Context: an optimization exercise on an open-source flow, tuned for small area. The choices shown serve that exercise and are no tape-out recipe. Only simulation tests tie the RTL to the original design; equivalence was not proved.

==> flow/design.v (outline; a module is shown in full before it is edited, if it fits) <==
// module FFT_8pt: 822 lines
// module fft_fa: 4 lines
// module fft_ha: 4 lines
module FFT_8pt(
    input clk, reset,
    input [11:0] real_in, imag_in,
    input [2:0] addr_real, addr_imag,
    input wr_en_real, wr_en_imag,
    output [23:0] fft_real_out, fft_imag_out
);
  // ...
==> flow/run.sh <==
#!/bin/bash
# synth_recipe.tcl (not shown) runs the flow's synth.tcl, then flattens the netlist and writes it again
# the make line also repeats each setting of config.mk as NAME=value (left out here)
make -C /OpenROAD-flow-scripts/flow DESIGN_CONFIG=/design/flow/config.mk WORK_HOME=/design/flow/orfs CLKGATE_MAP_FILE= SYNTH_SCRIPT=/design/flow/synth_recipe.tcl finish
==> flow/config.mk <==
export PLATFORM = sky130hd
export DESIGN_NAME = FFT_8pt
export DESIGN_NICKNAME = FFT_8pt
export VERILOG_FILES = /design/flow/design.v
export SDC_FILE = /design/flow/constraint.sdc
export NUM_CORES = 4
export LEC_CHECK = 0
export CAP_MARGIN = 20
export CORE_MARGIN = 2
export CORE_UTILIZATION = 40
export CTS_BUF_LIST = sky130_fd_sc_hd__clkbuf_8
export SLEW_MARGIN = 20
export SYNTH_HIERARCHICAL = 1
==> flow/constraint.sdc <==
create_clock -name core_clock -period 16.0 [get_ports {clk}]
set_input_delay 3.2000 -clock core_clock [delete_from_list [all_inputs] [get_ports {clk}]]
set_output_delay 3.2000 -clock core_clock [all_outputs]
set_load 0.01 [all_outputs]
==> results.py, run 1 <==
metrics = {
    "outcome": {
        "run_status": "timing/DRC/antenna clean",
    },
    "global_routing": {
        "antenna_found_initial": 0,
        "globalRouteMet3Util_pct": 3.48,
        "grt_use_total_pct": 16.8,
        "via_count_of_the_first_global_routing_pass": 12200,
    },
    "floorplanning": {
        "chipWidth_um": 241,
    },
    "clock_tree": {
        "cts_root_buffer": "clkbuf_8",
        "cts-hold-fix-buffers": 0,
        "maximum_buffer_depth_of_the_clock_tree": 3,
        "cts_tree": "yes",
        "post_cts.repair.setup_buffers": 0,
    },
    "critical_path": {
        "critPathRequiredTime_ns": 16.54,
        "setup.worst_path.class": "reg2reg",
        "setup.worst_path.start_class": "register",
        "r2r_slack_ns": 0.96,
        "timing.critical_path.slowest_stage_cell": "dfrtp_4",
        "ff2ff_path_depth": 35,
        "worst_path_top_cell_family_by_delay": "adder cells",
    },
    "placed_design": {
        "place_inst": 2231,
        "place.detailed.hpwl_mm": 35.6,
        "place.gp.congestion": 0.880,
    },
    "cells_and_area": {
        "mostFrequentLayoutCells": "fa_1 (292), dfxtp_1 (240), edfxtp_1 (198)",
        "final_design_instance_area_without_fill_mm2": 0.0258,
        "final_common_cell": "fa_1",
        "n_all_buffers": 115,
        "regArea_mm2": 0.0109,
        "clkbuf_count": 94,
        "multi_input_combinational": 864,
        "final_core_util_pct": 46.7,
    },
    "synthesis": {
        "post_synth_most_frequent_cells": "fa_1 (292), dfxtp_1 (240), edfxtp_1 (198)",
    },
    "detailed_routing": {
        "met3_length_mm": 1.93,
    },
    "timing": {
        "timing.max_slew.rel_slack_pct": 50.4,
    },
}
==> run 2, diff against run 1 <==
--- a/flow/config.mk
+++ b/flow/config.mk
@@ -8,6 +8,5 @@
 export CAP_MARGIN = 20
 export CORE_MARGIN = 2
 export CORE_UTILIZATION = 40
-export CTS_BUF_LIST = sky130_fd_sc_hd__clkbuf_8
 export SLEW_MARGIN = 20
 export SYNTH_HIERARCHICAL = 1
==> run 2 against run 1 <==
  * Synthesized area is the same
  * Hold slack gained 0.016 ns
  * Register-to-register slack is essentially flat
  * Design area shrank 0.60%
  * Clock-buffer cell count shrank 24
  * Global-route usage shrank 0.27 points
  * Clock skew grew 0.0033 ns
==> results.py, run 2 <==
metrics = {
    "clock_tree": {
        "clock_sink_count": 442,
        "cts-buffers-inserted": 48,
        "htree_levels": 2,
        "postCtsResizedCells": 0,
        "post_cts.repair.setup_buffers": 0,
        "cts_tree": "yes",
        "maximum_buffer_depth_of_the_clock_tree": 3,
        "cts-hold-fix-buffers": 0,
        "worst_setup_hold_path_clk_slew_ns": 0.06,
        "clock_insertion_delay_worst_skew_ns": 0.59,
        "cts_root_buffer": "clkbuf_16",
    },
    "placed_design": {
        "place.detailed.hpwl_mm": 35.6,
        "place.gp.congestion": 0.880,
        "placement.cell_area_mm2": 0.0241,
        "port_buffers": 81,
        "place_inst": 2231,
    },
    "synthesis": {
        "ys.flop_type": "dfxtp_1",
        "synth_largest_area_cell": "edfxtp_1",
        "post-synth-top-area-fraction_pct": 26.5,
        "synthesis.instances": 1429,
        "seq_area_frac_synth_pct": 48.4,
        "synth_async_sr_flop_share_pct": 0.905,
        "synth.area.top_cells": "edfxtp_1 (26%), fa_1 (26%), dfxtp_1 (21%)",
        "synth_enable_flop_cells": 198,
        "post-synth-top-count-cell": "fa_1",
        "yosys_register_bits": 442,
        "synth.distinct_cells": 29,
        "syn-mean-instance-area_um2": 15.7,
        "number_of_warnings_issued_by_yosys": 9,
        "syn_nets": 1797,
        "post_synth_most_frequent_cells": "fa_1 (292), dfxtp_1 (240), edfxtp_1 (198)",
        "synth.cell_area_mm2": 0.0224,
    },
    "timing": {
        "timing.final.max_slew_violations": 0,
        "hold_violations": 0,
        "worst_pin_slew_ns": 0.743,
        "setup_viol": 0,
        "achievable-frequency_mhz": 66.5,
        "unrepaired_setup_endpoints_after_global_routing": "false",
        "finalWorstPathRequiredPeriod_ns": 15.04,
        "finalCritPeriodShare_pct": 94.0,
        "timing.max_slew.rel_slack_pct": 50.5,
        "fin_tns_setup_ns": 0,
        "fin_worst_skew_ns": 0.0333,
    },
    "global_routing": {
        "via_count_of_the_first_global_routing_pass": 11900,
        "antenna_found_initial": 0,
        "grt_use_total_pct": 16.5,
        "grt_first_pass_wirelength_mm": 70.3,
        "pin_count_of_the_biggest_net_entering_global_routing": 87,
        "globalRoute.totalOverflow": 0,
    },
    "critical_path": {
        "crit_path_max_incr_delay_ns": 0.63,
        "critPathArrivalTime_ns": 15.49,
        "setup.worst_path.class": "reg2reg",
        "worst-path-max-fanout": 20,
        "worstReg2RegStart": "k[0]$_DFF_PP0_",
        "timing.critical_path.slowest_stage_cell": "dfrtp_4",
        "critPathRequiredTime_ns": 16.45,
        "setup.worst_path.start_class": "register",
        "cp-startpoint": "k[0]$_DFF_PP0_",
        "crit_path_end_kind": "register",
        "worst_path_most_repeated_cell": "fa_1",
    },
    "floorplanning": {
        "chipWidth_um": 241,
        "die-height_um": 241,
        "core_area_mm2": 0.0553,
        "floorplan.rows": 86,
        "start_util_pct": 40.6,
        "die_area_mm2": 0.0580,
        "boundaryPins": 82,
    },
    "cells_and_area": {
        "post_route_cells_drive_above_1_share_pct": 12.1,
        "layout.nets": 1902,
        "mostFrequentLayoutCells": "fa_1 (292), dfxtp_1 (240), edfxtp_1 (198)",
        "area_growth_pct": 14.5,
        "antenna_cells": 0,
        "layoutNonFillerInstCount": 2320,
        "final_design_instance_area_without_fill_mm2": 0.0257,
        "n_fill_cell": 4953,
        "final_common_cell": "fa_1",
    },
    "detailed_routing": {
        "post_drt_wl_per_cell_um": 19.9,
        "drcViolationCount": 0,
        "vias": 10800,
        "final_antenna_net_count": 0,
        "drt_pass1_iterations": 4,
        "drt_iter0_markers": 680,
        "route.detailed.vias_per_inst": 4.66,
        "drt-total-wl_mm": 46.1,
    },
    "hold_path": {
        "hp-class": "reg2reg",
        "hold_path.startpoint": "rr[5][4]$_DFF_P_",
    },
    "flow_run": {
        "drv.max_cap_violation_count": 0,
    },
    "outcome": {
        "run_status": "timing/DRC/antenna clean",
    },
}
run 2: final cells by class:
cell class              count  area [um2]  share of cell area, %
clock inverters            18         163                  0.633
inverters                  63         236                  0.921
multi-input cells         864       11000                   42.8
clock buffers              70        1410                   5.48
flip-flops and latches    442       10900                   42.3
repair buffers            115        1080                   4.21
well taps                 748         936                   3.64
run 2: critical path, delay by kind of cell, from the launching register on:
family,cells,cell delay (ns)
buf+inv,1,0.34
simple gates,1,0.21
fa+ha+maj,31,13.39
xor+xnor,2,0.39
flops,1,0.63
run 2: worst paths after layout:
kind | endpoint | slack [ns] | cells after the start
max in group asynchronous | k[0]$_DFF_PP0_ | 12.87 | 2
max reg2reg | out_i[23]$_DFF_P_ | 0.96 | 35
min in group asynchronous | k[1]$_DFF_PP0_ | 2.85 | 2
min reg2reg | rr[4][4]$_DFF_P_ | 0.36 | 0
min | rr[4][4]$_DFF_P_ | 0.36 | 0
max | out_i[23]$_DFF_P_ | 0.96 | 35
run 2: logic make-up after synthesis:
family,share of synthesized area (%)
fa+ha+maj,28.4
compound gates,1.70
buf+inv,2.68
flops,48.4
simple gates,2.98
mux,7.77
xor+xnor,8.11
run 2: per-module statistics from Yosys (local to each module, per instance):
module | flip-flops and latches | area, um2 | cells | copies in the design
fft_ha | 0 | 12.5 | 1 | 34
FFT_8pt | 442 | 16200 | 1103 | 1
fft_fa | 0 | 20.0 | 1 | 292
run 2: metal layers:
metal  global-route usage, %  part of all wire (%)  up-vias  routed length (um)
met5                       0                     0        -                   0
met4                    6.25                   3.4        0                1590
met3                    2.34                   3.2       80                1480
met1                    20.8                    42     5563               19500
li1                        -                     -     4986                   -
met2                    29.0                    51      190               23500
run 2: per-stage QoR:
stage	hold slack (ns)	setup slack, ns	utilization (%)
after CTS	0.357	0.938	46.4
after floorplan	0.350	1.34	-
after global routing	0.365	0.475	46.4
after detailed placement	0.356	0.940	43.6
after global placement	0.352	1.08	43.6
final	0.361	0.958	46.4
==> run 3, diff against run 2 <==
--- a/flow/config.mk
+++ b/flow/config.mk
@@ -8,5 +8,7 @@
 export CAP_MARGIN = 20
 export CORE_MARGIN = 2
 export CORE_UTILIZATION = 40
+export CTS_BUF_LIST = sky130_fd_sc_hd__clkbuf_4 sky130_fd_sc_hd__clkbuf_8
+export CTS_CLUSTER_SIZE = 16
 export SLEW_MARGIN = 20
 export SYNTH_HIERARCHICAL = 1
==> run 3 against run 2 <==
  * Still clean
  * Sequential share of layout area fell by 0.35 points
  * Clock skew is 0.0025 ns lower
  * Synthesized area stayed put
  * Design area up 0.84%
  * Register-to-register slack about the same
  * Critical path type unchanged
==> results.py, run 3 <==
metrics = {
    "outcome": {
        "run_status": "timing/DRC/antenna clean",
    },
    "cells_and_area": {
        "mostFrequentLayoutCells": "fa_1 (292), dfxtp_1 (240), edfxtp_1 (198)",
        "final_design_instance_area_without_fill_mm2": 0.0259,
        "post_route_cells_drive_above_1_share_pct": 15.1,
        "final_common_cell": "fa_1",
        "layoutNonFillerInstCount": 2371,
        "antenna_cells": 0,
        "area_growth_pct": 15.4,
        "layout.nets": 1931,
    },
    "critical_path": {
        "crit_path_max_incr_delay_ns": 0.64,
        "setup.worst_path.class": "reg2reg",
        "critPathRequiredTime_ns": 16.54,
        "terminus_of_the_critical_flop_to_flop_path": "out_i[23]$_DFF_P_",
        "timing.critical_path.slowest_stage_cell": "dfrtp_4",
        "setup.worst_path.start_class": "register",
        "worst_path_most_repeated_cell": "fa_1",
        "crit_path_end_kind": "register",
        "worst-path-max-fanout": 20,
        "critPathArrivalTime_ns": 15.58,
        "worstReg2RegStart": "k[0]$_DFF_PP0_",
        "ff2ff_path_depth": 35,
        "r2r_slack_ns": 0.96,
    },
    "placed_design": {
        "placement.cell_area_mm2": 0.0241,
        "place_inst": 2231,
        "port_buffers": 81,
        "place.gp.congestion": 0.880,
        "place.detailed.hpwl_mm": 35.6,
        "post-place-ws_ns": 0.940,
    },
    "timing": {
        "achievable-frequency_mhz": 66.5,
        "timing.max_slew.rel_slack_pct": 49.8,
        "finalCritPeriodShare_pct": 94.0,
        "hold_violations": 0,
        "finalWorstPathRequiredPeriod_ns": 15.04,
        "unrepaired_setup_endpoints_after_global_routing": "false",
        "final_worst_setup_slack_ns": 0.960,
        "fin_tns_setup_ns": 0,
        "setup_viol": 0,
        "worst_pin_slew_ns": 0.753,
        "fin_worst_skew_ns": 0.0308,
        "timing.final.max_slew_violations": 0,
    },
    "global_routing": {
        "antenna_found_initial": 0,
        "via_count_of_the_first_global_routing_pass": 12200,
        "grt_use_total_pct": 16.8,
        "pin_count_of_the_biggest_net_entering_global_routing": 87,
        "grt_first_pass_wirelength_mm": 71.2,
        "globalRoute.totalOverflow": 0,
    },
    "clock_tree": {
        "cts_tree": "yes",
        "clock_insertion_delay_worst_skew_ns": 0.66,
        "maximum_buffer_depth_of_the_clock_tree": 3,
        "htree_levels": 3,
        "post_cts.repair.setup_buffers": 0,
        "cts-buffers-inserted": 77,
        "clock_sink_count": 442,
        "cts_root_buffer": "clkbuf_8",
        "postCtsResizedCells": 0,
        "worst_setup_hold_path_clk_slew_ns": 0.06,
        "cts-hold-fix-buffers": 0,
    },
    "detailed_routing": {
        "drt-total-wl_mm": 46.7,
        "route.detailed.vias_per_inst": 4.65,
        "drt_iter0_markers": 661,
        "final_antenna_net_count": 0,
        "drt_pass1_iterations": 7,
        "vias": 11000,
        "post_drt_wl_per_cell_um": 19.7,
        "drcViolationCount": 0,
    },
    "hold_path": {
        "hp-class": "reg2reg",
        "min_to": "ri[6][7]$_DFF_P_",
        "hold_depth": 0,
        "hold_path.startpoint": "ri[7][7]$_DFF_P_",
    },
    "synthesis": {
        "post-synth-top-area-fraction_pct": 26.5,
        "post-synth-top-count-cell": "fa_1",
        "post_synth_most_frequent_cells": "fa_1 (292), dfxtp_1 (240), edfxtp_1 (198)",
        "synthesis.instances": 1429,
        "seq_area_frac_synth_pct": 48.4,
        "synth_largest_area_cell": "edfxtp_1",
        "synth.distinct_cells": 29,
        "synth_async_sr_flop_share_pct": 0.905,
        "synth.area.top_cells": "edfxtp_1 (26%), fa_1 (26%), dfxtp_1 (21%)",
        "ys.flop_type": "dfxtp_1",
        "synth_enable_flop_cells": 198,
        "yosys_register_bits": 442,
        "syn_nets": 1797,
        "syn-mean-instance-area_um2": 15.7,
        "number_of_warnings_issued_by_yosys": 9,
        "synth.cell_area_mm2": 0.0224,
    },
    "flow_run": {
        "drv.max_cap_violation_count": 0,
    },
    "floorplanning": {
        "floorplan.rows": 86,
        "die-height_um": 241,
        "start_util_pct": 40.6,
        "chipWidth_um": 241,
        "die_area_mm2": 0.0580,
        "boundaryPins": 82,
        "core_area_mm2": 0.0553,
    },
}
## run 3: cell types whose count changed in the layout (fill, tap and decap cells not counted), sizes merged
cell / before / now
bufinv: 1 / 7
inv: 66 / 67
clkinv: 13 / 18
clkbuf: 70 / 110
clkinvlp: 1 / 0
## run 3: cell families after synthesis
logic type	count (synthesis)	synth area share, %
flops	442	48.4
fa+ha+maj	334	28.4
xor+xnor	207	8.11
simple gates	147	2.98
buf+inv	123	2.68
mux	114	7.77
compound gates	62	1.70
## run 3: stage by stage
stage	hold slack, ns	utilization, %
after floorplan	0.350	-
after global placement	0.352	43.6
after detailed placement	0.356	43.6
after CTS	0.334	46.8
after global routing	0.337	46.8
final	0.341	46.8
## run 3: how the worst max path moves through the flow
stage	slack [ns]	to	cells past startpoint	from
floorplan	1.34	out_i[23]$_DFF_P_	39	k[0]$_DFF_PP0_
global placement	1.08	out_r[23]$_DFF_P_	35	k[0]$_DFF_PP0_
detailed placement	0.94	out_r[23]$_DFF_P_	36	k[0]$_DFF_PP0_
CTS	0.91	out_r[23]$_DFF_P_	36	k[0]$_DFF_PP0_
global route	0.49	out_i[23]$_DFF_P_	35	k[0]$_DFF_PP0_
finish	0.96	out_i[23]$_DFF_P_	35	k[0]$_DFF_PP0_
## run 3: per-layer routing
| layer | global-route usage (%) | vias to the layer above | wire, um |
|---|---|---|---|
| met2 | 29.0 | 243 | 23500 |
| li1 | - | 5056 | - |
| met5 | 0 | - | 0 |
| met4 | 7.05 | 0 | 1640 |
| met1 | 20.5 | 5631 | 19600 |
| met3 | 3.48 | 89 | 1950 |
## run 3: cell type report
class                           instances  area [um2]
Tap cell                              748         936
Clock buffer                          110        1410
Clock inverter                         29         370
Timing Repair Buffer                  115        1080
Sequential cell                       442       10900
Fill cell                            4953       29400
Multi-Input combinational cell        864       11000
Inverter                               63         236
## run 3: worst max-delay path, delay by kind of cell, from the launching register on
kind	cells	cell delay (ns)
adder cells (fa/ha/maj)	31	13.37
AND/OR/NAND/NOR	1	0.21
XOR/XNOR	2	0.39
flip-flops	1	0.64
buffers and inverters	1	0.34
## run 3: per-module statistics from Yosys (local to each module, per instance)
module / flip-flops and latches / cell area [um2]
fft_ha: 0 / 12.5
fft_fa: 0 / 20.0
FFT_8pt: 442 / 16200
==> run 4, diff against run 3 <==
==> flow/config.mk (replaced) <==
export PLATFORM = sky130hd
export DESIGN_NAME = FFT_8pt
export DESIGN_NICKNAME = FFT_8pt
export VERILOG_FILES = /design/flow/design.v
export SDC_FILE = /design/flow/constraint.sdc
export NUM_CORES = 4
export LEC_CHECK = 0
export CAP_MARGIN = 20
export CORE_MARGIN = 2
export CORE_UTILIZATION = 65
export CTS_CLUSTER_DIAMETER = 150
export CTS_CLUSTER_SIZE = 30
export SLEW_MARGIN = 20
export SYNTH_HIERARCHICAL = 1
==> run 4 against run 3 <==
  * Still clean
  * Critical path depth did not move
  * Wire length fell by 9.2%
  * Register-to-register slack got worse by 0.09 ns
  * Flip-flop and latch count did not move
  * Largest cell class unchanged
  * Highest routed layer unchanged
==> results.py, run 4 <==
metrics = {
    "outcome": {
        "run_status": "timing/DRC/antenna clean",
    },
    "synthesis": {
        "ys.flop_type": "dfxtp_1",
        "synthesis.instances": 1429,
        "syn_nets": 1797,
        "post-synth-top-count-cell": "fa_1",
        "number_of_warnings_issued_by_yosys": 9,
        "yosys_register_bits": 442,
        "synth_async_sr_flop_share_pct": 0.905,
        "seq_area_frac_synth_pct": 48.4,
        "post-synth-top-area-fraction_pct": 26.5,
        "synth.distinct_cells": 29,
        "post_synth_most_frequent_cells": "fa_1 (292), dfxtp_1 (240), edfxtp_1 (198)",
        "synth_largest_area_cell": "edfxtp_1",
        "syn-mean-instance-area_um2": 15.7,
        "synth_enable_flop_cells": 198,
        "synth.cell_area_mm2": 0.0224,
        "synth.area.top_cells": "edfxtp_1 (26%), fa_1 (26%), dfxtp_1 (21%)",
    },
    "cells_and_area": {
        "antenna_cells": 0,
        "final_common_cell": "fa_1",
        "n_fill_cell": 2304,
        "final_core_util_pct": 70.7,
        "area_growth_pct": 8.07,
        "final_design_instance_area_without_fill_mm2": 0.0243,
        "post_route_cells_drive_above_1_share_pct": 8.66,
        "mostFrequentLayoutCells": "fa_1 (292), dfxtp_1 (240), edfxtp_1 (198)",
        "layout.nets": 1872,
    },
    "critical_path": {
        "worst_path_most_repeated_cell": "fa_1",
        "r2r_slack_ns": 0.87,
        "crit_path_end_kind": "register",
        "critPathRequiredTime_ns": 16.43,
        "terminus_of_the_critical_flop_to_flop_path": "out_r[23]$_DFF_P_",
        "critPathArrivalTime_ns": 15.56,
        "setup.worst_path.class": "reg2reg",
        "worstReg2RegStart": "k[0]$_DFF_PP0_",
        "ff2ff_path_depth": 35,
        "crit_path_max_incr_delay_ns": 0.63,
        "worst-path-max-fanout": 35,
        "setup.worst_path.start_class": "register",
        "timing.critical_path.slowest_stage_cell": "dfrtp_4",
    },
    "flow_run": {
        "drv.max_cap_violation_count": 0,
    },
    "floorplanning": {
        "die_area_mm2": 0.0360,
        "core_area_mm2": 0.0343,
        "die-height_um": 190,
        "chipWidth_um": 190,
        "boundaryPins": 82,
        "start_util_pct": 65.4,
        "floorplan.rows": 68,
    },
    "clock_tree": {
        "clock_insertion_delay_worst_skew_ns": 0.56,
        "cts-buffers-inserted": 18,
        "cts-hold-fix-buffers": 0,
        "clock_sink_count": 442,
        "postCtsResizedCells": 0,
        "htree_levels": 1,
        "worst_setup_hold_path_clk_slew_ns": 0.12,
        "cts_root_buffer": "clkbuf_16",
        "maximum_buffer_depth_of_the_clock_tree": 3,
        "cts_tree": "yes",
        "post_cts.repair.setup_buffers": 0,
    },
    "timing": {
        "timing.max_slew.rel_slack_pct": 46.3,
        "fin_worst_skew_ns": 0.0408,
        "unrepaired_setup_endpoints_after_global_routing": "false",
        "hold_violations": 0,
        "setup_viol": 0,
        "fin_tns_setup_ns": 0,
        "achievable-frequency_mhz": 66.1,
        "worst_pin_slew_ns": 0.805,
        "finalWorstPathRequiredPeriod_ns": 15.13,
        "timing.final.max_slew_violations": 0,
        "finalCritPeriodShare_pct": 94.6,
    },
    "global_routing": {
        "grt_first_pass_wirelength_mm": 66.4,
        "via_count_of_the_first_global_routing_pass": 11800,
        "antenna_found_initial": 0,
        "globalRoute.totalOverflow": 0,
        "grt_use_total_pct": 24.9,
        "pin_count_of_the_biggest_net_entering_global_routing": 60,
    },
    "detailed_routing": {
        "drcViolationCount": 0,
        "drt-total-wl_mm": 42.4,
        "drt_iter0_markers": 475,
        "route.detailed.vias_per_inst": 5.41,
        "vias": 10600,
        "post_drt_wl_per_cell_um": 21.5,
        "final_antenna_net_count": 0,
        "drt_pass1_iterations": 7,
    },
    "placed_design": {
        "port_buffers": 81,
        "place.detailed.hpwl_mm": 33.1,
        "placement.cell_area_mm2": 0.0237,
        "place.gp.congestion": 0.857,
    },
    "hold_path": {
        "hp-class": "reg2reg",
        "hold_path.startpoint": "ri[4][2]$_DFF_P_",
        "hold_depth": 0,
        "min_to": "ri[3][2]$_DFF_P_",
    },
}
run 4: worst max-delay path by stage:
stage | from | end | slack, ns | cells past startpoint
floorplan | k[0]$_DFF_PP0_ | out_i[23]$_DFF_P_ | 1.34 | 39
global placement | k[0]$_DFF_PP0_ | out_r[23]$_DFF_P_ | 0.98 | 35
detailed placement | k[0]$_DFF_PP0_ | out_i[23]$_DFF_P_ | 0.81 | 35
CTS | k[0]$_DFF_PP0_ | out_i[23]$_DFF_P_ | 0.77 | 35
global route | k[0]$_DFF_PP0_ | out_r[23]$_DFF_P_ | 0.40 | 35
finish | k[0]$_DFF_PP0_ | out_r[23]$_DFF_P_ | 0.87 | 35
run 4: Yosys stat by module (local to each module, per instance):
module   copies in the design  cells  flip-flops and latches  area (um2)
fft_ha                     34      1                       0        12.5
fft_fa                    292      1                       0        20.0
FFT_8pt                     1   1103                     442       16200
run 4: through the flow:
stage	setup WS [ns]	cells	hold slack, ns
after floorplan	1.34	1429	0.350
after global placement	0.977	1939	0.352
after detailed placement	0.812	1939	0.356
final	0.870	1968	0.354
after CTS	0.770	1968	0.361
after global routing	0.400	1968	0.372
run 4: cell type report:
| cell class | count | area [um2] | share of cell area [%] |
|---|---|---|---|
| clock inverter | 1 | 8.76 | 0.0361 |
| inverter | 63 | 236 | 0.975 |
| tap | 455 | 569 | 2.35 |
| sequential | 442 | 10900 | 44.8 |
| multi-input combinational | 864 | 11000 | 45.4 |
| clock buffer | 28 | 509 | 2.10 |
| timing repair buffer | 115 | 1070 | 4.40 |
run 4: kinds of logic (layout without fill, tap and decap cells):
| family | count (synthesis) | after routing | synth area share (%) |
|---|---|---|---|
| compound gates | 62 | 62 | 1.70 |
| mux | 114 | 114 | 7.77 |
| simple gates | 147 | 147 | 2.98 |
| xor+xnor | 207 | 207 | 8.11 |
| buf+inv | 123 | 207 | 2.68 |
| flops | 442 | 442 | 48.4 |
| fa+ha+maj | 334 | 334 | 28.4 |
run 4: worst max-delay path, delay by kind of cell, from the launching register on:
family,cells,cell delay [ns]
and+or+nand+nor,1,0.21
buffers and inverters,1,0.55
DFF,1,0.63
xor gates and xnor gates,2,0.42
adders and majority gates,31,13.19
run 4: routing by layer:
layer,up-vias,track usage [%],part of all wire [%]
li1,4884,-,-
met1,5517,31.1,40
met2,184,46.2,54
met3,63,2.34,3.0
met4,0,7.45,3.3
met5,-,0,0
==> run 5, diff against run 4 <==
==> flow/flow/run.sh (new file) <==
#!/bin/bash
# Standard layout, with two changes: ports are buffered with the smallest
# buffer, and the clock tree uses larger sink clusters and no dummy loads.
set -euo pipefail
export BUFFER_PORTS_ARGS="-buffer_cell sky130_fd_sc_hd__buf_1"
export CTS_ARGS="-sink_clustering_enable -repair_clock_nets -dont_use_dummy_load -sink_clustering_size 30 -sink_clustering_max_diameter 150"
bash standard.sh > standard.log 2>&1
==> flow/standard.sh (new file) <==
#!/bin/bash
# synth_recipe.tcl (not shown) runs the flow's synth.tcl, then flattens the netlist and writes it again
# the make line also repeats each setting of config.mk as NAME=value (left out here)
make -C /OpenROAD-flow-scripts/flow DESIGN_CONFIG=/design/flow/config.mk WORK_HOME=/design/flow/orfs CLKGATE_MAP_FILE= SYNTH_SCRIPT=/design/flow/synth_recipe.tcl "${@:-finish}"
--- a/flow/config.mk
+++ b/flow/config.mk
@@ -8,7 +8,5 @@
 export CAP_MARGIN = 20
 export CORE_MARGIN = 2
 export CORE_UTILIZATION = 65
-export CTS_CLUSTER_DIAMETER = 150
-export CTS_CLUSTER_SIZE = 30
 export SLEW_MARGIN = 20
 export SYNTH_HIERARCHICAL = 1
removed: flow/run.sh
==> run 5 against run 4 <==
  * Clock skew down 0.010 ns
  * Flip-flop and latch count unchanged
  * Critical path depth up 2
  * Synthesized area unchanged
  * Design area down 2.4%
  * Sequential share of layout area up 1.1 points
  * Non-clock buffer count down 3
  * Critical path type unchanged
==> results.py, run 5 <==
metrics = {
    "outcome": {
        "run_status": "timing/DRC/antenna clean",
    },
    "placed_design": {
        "port_buffers": 81,
        "placement.cell_area_mm2": 0.0232,
        "place.gp.congestion": 0.858,
        "place.detailed.hpwl_mm": 33.7,
    },
    "synthesis": {
        "yosys_register_bits": 442,
        "synth.area.top_cells": "edfxtp_1 (26%), fa_1 (26%), dfxtp_1 (21%)",
        "synth.distinct_cells": 29,
        "post_synth_most_frequent_cells": "fa_1 (292), dfxtp_1 (240), edfxtp_1 (198)",
        "synth_async_sr_flop_share_pct": 0.905,
        "synth.cell_area_mm2": 0.0224,
        "number_of_warnings_issued_by_yosys": 9,
        "syn-mean-instance-area_um2": 15.7,
        "post-synth-top-area-fraction_pct": 26.5,
        "synth_largest_area_cell": "edfxtp_1",
        "ys.flop_type": "dfxtp_1",
        "syn_nets": 1797,
        "synth_enable_flop_cells": 198,
        "post-synth-top-count-cell": "fa_1",
        "seq_area_frac_synth_pct": 48.4,
        "synthesis.instances": 1429,
    },
    "floorplanning": {
        "core_area_mm2": 0.0343,
        "start_util_pct": 65.4,
        "die_area_mm2": 0.0360,
        "boundaryPins": 82,
        "die-height_um": 190,
        "chipWidth_um": 190,
        "floorplan.rows": 68,
    },
    "cells_and_area": {
        "regArea_mm2": 0.0109,
        "n_fill_cell": 2444,
        "area_growth_pct": 5.49,
        "final_common_cell": "fa_1",
        "layout.nets": 1869,
        "mostFrequentLayoutCells": "fa_1 (292), dfxtp_1 (240), edfxtp_1 (198)",
        "antenna_cells": 0,
        "final_design_instance_area_without_fill_mm2": 0.0237,
        "multiInputGateArea_mm2": 0.0110,
        "post_route_cells_drive_above_1_share_pct": 8.47,
    },
    "timing": {
        "fin_worst_skew_ns": 0.0307,
        "hold_violations": 0,
        "finalCritPeriodShare_pct": 93.8,
        "unrepaired_setup_endpoints_after_global_routing": "false",
        "finalWorstPathRequiredPeriod_ns": 15.00,
        "fin_tns_setup_ns": 0,
        "worst_pin_slew_ns": 0.814,
        "setup_viol": 0,
        "timing.max_slew.rel_slack_pct": 45.7,
        "timing.final.max_slew_violations": 0,
        "achievable-frequency_mhz": 66.6,
    },
    "critical_path": {
        "crit_path_end_kind": "register",
        "worst_path_most_repeated_cell": "fa_1",
        "worst-path-max-fanout": 80,
        "timing.critical_path.slowest_stage_cell": "fa_1",
        "setup.worst_path.class": "reg2reg",
        "setup.worst_path.start_class": "register",
        "critPathArrivalTime_ns": 15.43,
        "critPathRequiredTime_ns": 16.42,
        "crit_path_max_incr_delay_ns": 0.59,
    },
    "hold_path": {
        "hp-class": "reg2reg",
    },
    "detailed_routing": {
        "route.detailed.vias_per_inst": 5.40,
        "drt_iter0_markers": 492,
        "drt-total-wl_mm": 42.9,
        "vias": 10500,
        "drt_pass1_iterations": 4,
        "drcViolationCount": 0,
        "final_antenna_net_count": 0,
        "post_drt_wl_per_cell_um": 21.9,
    },
    "clock_tree": {
        "htree_levels": 1,
        "cts-hold-fix-buffers": 0,
        "post_cts.repair.setup_buffers": 0,
        "cts_tree": "yes",
        "clock_sink_count": 442,
        "clock_insertion_delay_worst_skew_ns": 0.53,
        "postCtsResizedCells": 0,
        "worst_setup_hold_path_clk_slew_ns": 0.11,
        "cts_root_buffer": "clkbuf_16",
        "maximum_buffer_depth_of_the_clock_tree": 3,
        "cts-buffers-inserted": 18,
    },
    "global_routing": {
        "antenna_found_initial": 1,
        "globalRoute.totalOverflow": 0,
        "grt_use_total_pct": 25.3,
        "via_count_of_the_first_global_routing_pass": 11800,
        "grt_first_pass_wirelength_mm": 67.3,
        "pin_count_of_the_biggest_net_entering_global_routing": 81,
    },
    "flow_run": {
        "drv.max_cap_violation_count": 0,
    },
}
==> run 5: per-layer routing <==
metal / up-vias / GRT usage [%] / wire (um)
li1: 4871 / - / -
met1: 5455 / 32.3 / 17400
met2: 158 / 46.4 / 22900
met3: 59 / 2.27 / 1190
met4: 2 / 7.57 / 1350
met5: - / 0 / 13
==> run 5: path summary, 6_finish.rpt <==
path	endpoint	cells past startpoint	start	slack, ns
max in group asynchronous	k[0]$_DFF_PP0_	2	reset	13.28
min in group asynchronous	k[1]$_DFF_PP0_	2	reset	2.53
max reg2reg	out_i[23]$_DFF_P_	37	k[0]$_DFF_PP0_	1.0
min reg2reg	ri[6][5]$_DFF_P_	0	ri[7][5]$_DFF_P_	0.36
max	out_i[23]$_DFF_P_	37	k[0]$_DFF_PP0_	1.0
min	ri[6][5]$_DFF_P_	0	ri[7][5]$_DFF_P_	0.36
==> run 5: per-module statistics from Yosys, one instance, submodules excluded <==
module   area, um2  flops+latches  copies in the design  cells inside
FFT_8pt      16200            442                     1          1103
fft_fa        20.0              0                   292             1
fft_ha        12.5              0                    34             1
==> run 5: worst max-delay path: cells and delay by family, from the launching register on <==
family | cells | cell delay [ns]
AND/OR/NAND/NOR | 2 | 0.29
adder cells (fa/ha/maj) | 30 | 12.81
flip-flops | 1 | 0.49
buffers and inverters | 1 | 0.38
AO/OA/AOI/OAI | 1 | 0.22
XOR/XNOR | 3 | 0.62
==> run 5: cells by family (layout without fill, tap and decap cells) <==
family          count (synthesis)  in the layout  share of synthesized area [%]
buf+inv                       123            193                           2.68
flops                         442            442                           48.4
simple gates                  147            147                           2.98
fa+ha+maj                     334            334                           28.4
xor+xnor                      207            207                           8.11
mux                           114            114                           7.77
compound gates                 62             62                           1.70
==> run 5: area by class of cell <==
cell class | count | area share, %
clock buffers | 18 | 1.90
inverters | 63 | 0.999
multi-input cells | 864 | 46.5
flip-flops and latches | 442 | 45.9
well taps | 455 | 2.40
repair buffers | 112 | 2.32
==> run 5: through the flow <==
step / hold slack (ns) / utilization, % / worst slack, ns / instances
final: 0.362 / 69.0 / 0.995 / 1954
after global placement: 0.351 / 67.7 / 1.10 / 1936
after detailed placement: 0.355 / 67.7 / 0.935 / 1936
after floorplan: 0.350 / - / 1.34 / 1429
after CTS: 0.364 / 69.0 / 0.921 / 1954
after global routing: 0.374 / 69.0 / 0.482 / 1954
==> run 6, diff against run 5 <==
==> flow/flow/run.sh (replaced) <==
#!/bin/bash
# Standard layout, with two changes: ports are buffered with the smallest
# buffer, and the clock tree uses larger sink clusters and no dummy loads.
set -euo pipefail
export BUFFER_PORTS_ARGS="-buffer_cell sky130_fd_sc_hd__buf_1"
export CTS_ARGS="-sink_clustering_enable -repair_clock_nets -dont_use_dummy_load -sink_clustering_size 24 -sink_clustering_max_diameter 120"
bash standard.sh > standard.log 2>&1
==> run 6 against run 5 <==
  * Hold slack lost 0.014 ns
  * Flip-flop and latch count is the same
  * Non-clock buffer count is the same
  * Clock skew grew 0.0054 ns
  * Sequential share of layout area shrank 0.19 points
  * Register-to-register slack lost 0.02 ns
  * Cell count grew 0.20%
  * Design area grew 0.42%
  * Clock-buffer cell count grew 4
  * Still clean on timing, DRC and antenna
  * Synthesized cell count is the same
==> results.py, run 6 <==
metrics = {
    "floorplanning": {
        "boundaryPins": 82,
        "die_area_mm2": 0.0360,
        "floorplan.rows": 68,
        "core_area_mm2": 0.0343,
        "chipWidth_um": 190,
        "die-height_um": 190,
        "start_util_pct": 65.4,
    },
    "synthesis": {
        "syn_nets": 1797,
        "yosys_register_bits": 442,
        "synth.distinct_cells": 29,
        "synth.area.top_cells": "edfxtp_1 (26%), fa_1 (26%), dfxtp_1 (21%)",
        "synth_largest_area_cell": "edfxtp_1",
        "ys.flop_type": "dfxtp_1",
        "syn-mean-instance-area_um2": 15.7,
        "post-synth-top-count-cell": "fa_1",
        "post_synth_most_frequent_cells": "fa_1 (292), dfxtp_1 (240), edfxtp_1 (198)",
        "synthesis.instances": 1429,
        "post-synth-top-area-fraction_pct": 26.5,
        "number_of_warnings_issued_by_yosys": 9,
        "synth.cell_area_mm2": 0.0224,
        "synth_enable_flop_cells": 198,
        "synth_async_sr_flop_share_pct": 0.905,
        "seq_area_frac_synth_pct": 48.4,
    },
    "global_routing": {
        "globalRoute.totalOverflow": 0,
        "pin_count_of_the_biggest_net_entering_global_routing": 81,
        "via_count_of_the_first_global_routing_pass": 11900,
        "grt_first_pass_wirelength_mm": 67.7,
        "antenna_found_initial": 1,
        "grt_use_total_pct": 25.4,
    },
    "detailed_routing": {
        "drcViolationCount": 0,
        "route.detailed.vias_per_inst": 5.42,
        "vias": 10600,
        "drt-total-wl_mm": 43.2,
        "post_drt_wl_per_cell_um": 22.1,
        "final_antenna_net_count": 0,
        "drt_iter0_markers": 527,
        "drt_pass1_iterations": 5,
    },
    "critical_path": {
        "timing.critical_path.slowest_stage_cell": "fa_1",
        "worst_path_top_cell_family_by_delay": "adder cells",
        "critPathRequiredTime_ns": 16.43,
        "worst_path_most_repeated_cell": "fa_1",
        "setup.worst_path.start_class": "register",
        "crit_path_max_incr_delay_ns": 0.61,
        "crit_path_end_kind": "register",
        "critPathBufInv": 0,
        "critPathArrivalTime_ns": 15.45,
        "setup.worst_path.class": "reg2reg",
        "worst-path-max-fanout": 7,
    },
    "outcome": {
        "run_status": "timing/DRC/antenna clean",
    },
    "timing": {
        "finalCritPeriodShare_pct": 93.9,
        "finalWorstPathRequiredPeriod_ns": 15.02,
        "achievable-frequency_mhz": 66.6,
        "setup_viol": 0,
        "fin_tns_setup_ns": 0,
        "unrepaired_setup_endpoints_after_global_routing": "false",
        "fin_worst_skew_ns": 0.0361,
        "timing.final.max_slew_violations": 0,
        "hold_violations": 0,
        "timing.max_slew.rel_slack_pct": 45.6,
        "worst_pin_slew_ns": 0.815,
    },
    "placed_design": {
        "place.detailed.hpwl_mm": 33.7,
        "place.gp.congestion": 0.858,
        "place_inst": 1936,
        "placement.cell_area_mm2": 0.0232,
        "port_buffers": 81,
    },
    "clock_tree": {
        "clock_sink_count": 442,
        "postCtsResizedCells": 0,
        "cts-hold-fix-buffers": 0,
        "htree_levels": 1,
        "post_cts.repair.setup_buffers": 0,
        "worst_setup_hold_path_clk_slew_ns": 0.11,
        "cts-buffers-inserted": 22,
        "clock_insertion_delay_worst_skew_ns": 0.54,
        "cts_tree": "yes",
        "cts_root_buffer": "clkbuf_16",
        "maximum_buffer_depth_of_the_clock_tree": 3,
    },
    "cells_and_area": {
        "mostFrequentLayoutCells": "fa_1 (292), dfxtp_1 (240), edfxtp_1 (198)",
        "antenna_cells": 0,
        "layout.nets": 1873,
        "area_growth_pct": 5.94,
        "final_design_instance_area_without_fill_mm2": 0.0238,
        "layoutNonFillerInstCount": 1958,
        "final_common_cell": "fa_1",
        "post_route_cells_drive_above_1_share_pct": 8.72,
    },
    "hold_path": {
        "hp-class": "reg2reg",
    },
    "flow_run": {
        "drv.max_cap_violation_count": 0,
    },
}
-- run 6: cell types whose count changed in the layout (fill, tap and decap cells not counted) --
cell       before  now
clkbuf_16      18   22
-- run 6: final cells by class --
| type | instances | area, um2 |
|---|---|---|
| timing repair buffer | 112 | 549 |
| fill | 2433 | 10500 |
| sequential | 442 | 10900 |
| tap | 455 | 569 |
| clock buffer | 22 | 551 |
| inverter | 63 | 236 |
| multi-input combinational | 864 | 11000 |
-- run 6: worst register-to-register path, delay by kind of cell, from the launching register on --
family | cells | cell delay [ns]
flops | 1 | 0.53
simple gates | 2 | 0.28
xor+xnor | 3 | 0.60
fa+ha+maj | 31 | 13.27
compound gates | 1 | 0.22
-- run 6: final timing paths --
| path | startpoint | to | slack (ns) | cells after the start |
|---|---|---|---|---|
| setup / recovery | k[0]$_DFF_PP0_ | out_i[23]$_DFF_P_ | 0.98 | 37 |
| hold / removal | ri[7][5]$_DFF_P_ | ri[6][5]$_DFF_P_ | 0.35 | 0 |
| setup reg to reg | k[0]$_DFF_PP0_ | out_i[23]$_DFF_P_ | 0.98 | 37 |
| hold reg to reg | ri[7][5]$_DFF_P_ | ri[6][5]$_DFF_P_ | 0.35 | 0 |
| max in group asynchronous | reset | k[0]$_DFF_PP0_ | 13.27 | 2 |
| min in group asynchronous | reset | k[0]$_DFF_PP0_ | 2.54 | 2 |
-- run 6: per-stage QoR --
| step | worst slack, ns | hold slack [ns] | util, % |
|---|---|---|---|
| 4_1_cts | 0.950 | 0.356 | 69.3 |
| 3_5_place_dp | 0.935 | 0.355 | 67.7 |
| 2_1_floorplan | 1.34 | 0.350 | - |
| 5_1_grt | 0.504 | 0.372 | 69.3 |
| 3_3_place_gp | 1.10 | 0.351 | 67.7 |
| 6_report | 0.980 | 0.348 | 69.3 |
-- run 6: logic make-up (layout without fill, tap and decap cells) --
family,count (synthesis),in the layout,share of synthesized area [%]
AOI/OAI and AO/OA,62,62,1.70
xor gates and xnor gates,207,207,8.11
adders and majority gates,334,334,28.4
buffers and inverters,123,197,2.68
DFF,442,442,48.4
muxes,114,114,7.77
and+or+nand+nor,147,147,2.98
-- run 6: routing by layer --
metal | vias to the layer above | global-route usage (%) | routed length, um
met3 | 63 | 2.27 | 1220
met2 | 191 | 46.4 | 23000
met4 | 2 | 7.48 | 1400
li1 | 4881 | - | -
met1 | 5470 | 32.7 | 17600
met5 | - | 0 | 13
-- run 6: per-module statistics from Yosys, one instance, submodules excluded --
module	cells	times used	area (um2)	flops+latches
fft_ha	1	34	12.5	0
fft_fa	1	292	20.0	0
FFT_8pt	1103	1	16200	442

[what the ideal ports hide]
In the flow no input, the clock included, has a driving cell. The finished layouts below were timed again as built, in two steps. Step 1 sets driving cells, clkbuf_16 on the clock port and buf_2 on the other inputs (assumed; they add their load-dependent delay and slew). Step 2 also shifts input and output timing later by t, the mid clock arrival at the registers, as if the neighbouring blocks saw the same clock. Slacks: no drivers / after step 1 / after step 2; pairs: no drivers / after step 1.
run	t (ns)	setup slack, ns	worst register clock-pin slew, ns	pins driven straight from the clock port
run 1	0.699	0.963 / 0.963 / 0.963	0.07 / 0.07	1
run 2	0.637	0.958 / 0.958 / 0.958	0.06 / 0.06	1
run 3	0.698	0.960 / 0.960 / 0.960	0.07 / 0.07	1
run 4	0.587	0.870 / 0.870 / 0.870	0.12 / 0.12	1
run 5	0.574	0.995 / 0.995 / 0.995	0.12 / 0.12	1
run 6	0.579	0.980 / 0.980 / 0.980	0.11 / 0.11	1
After both steps setup and hold are still met in every run listed.
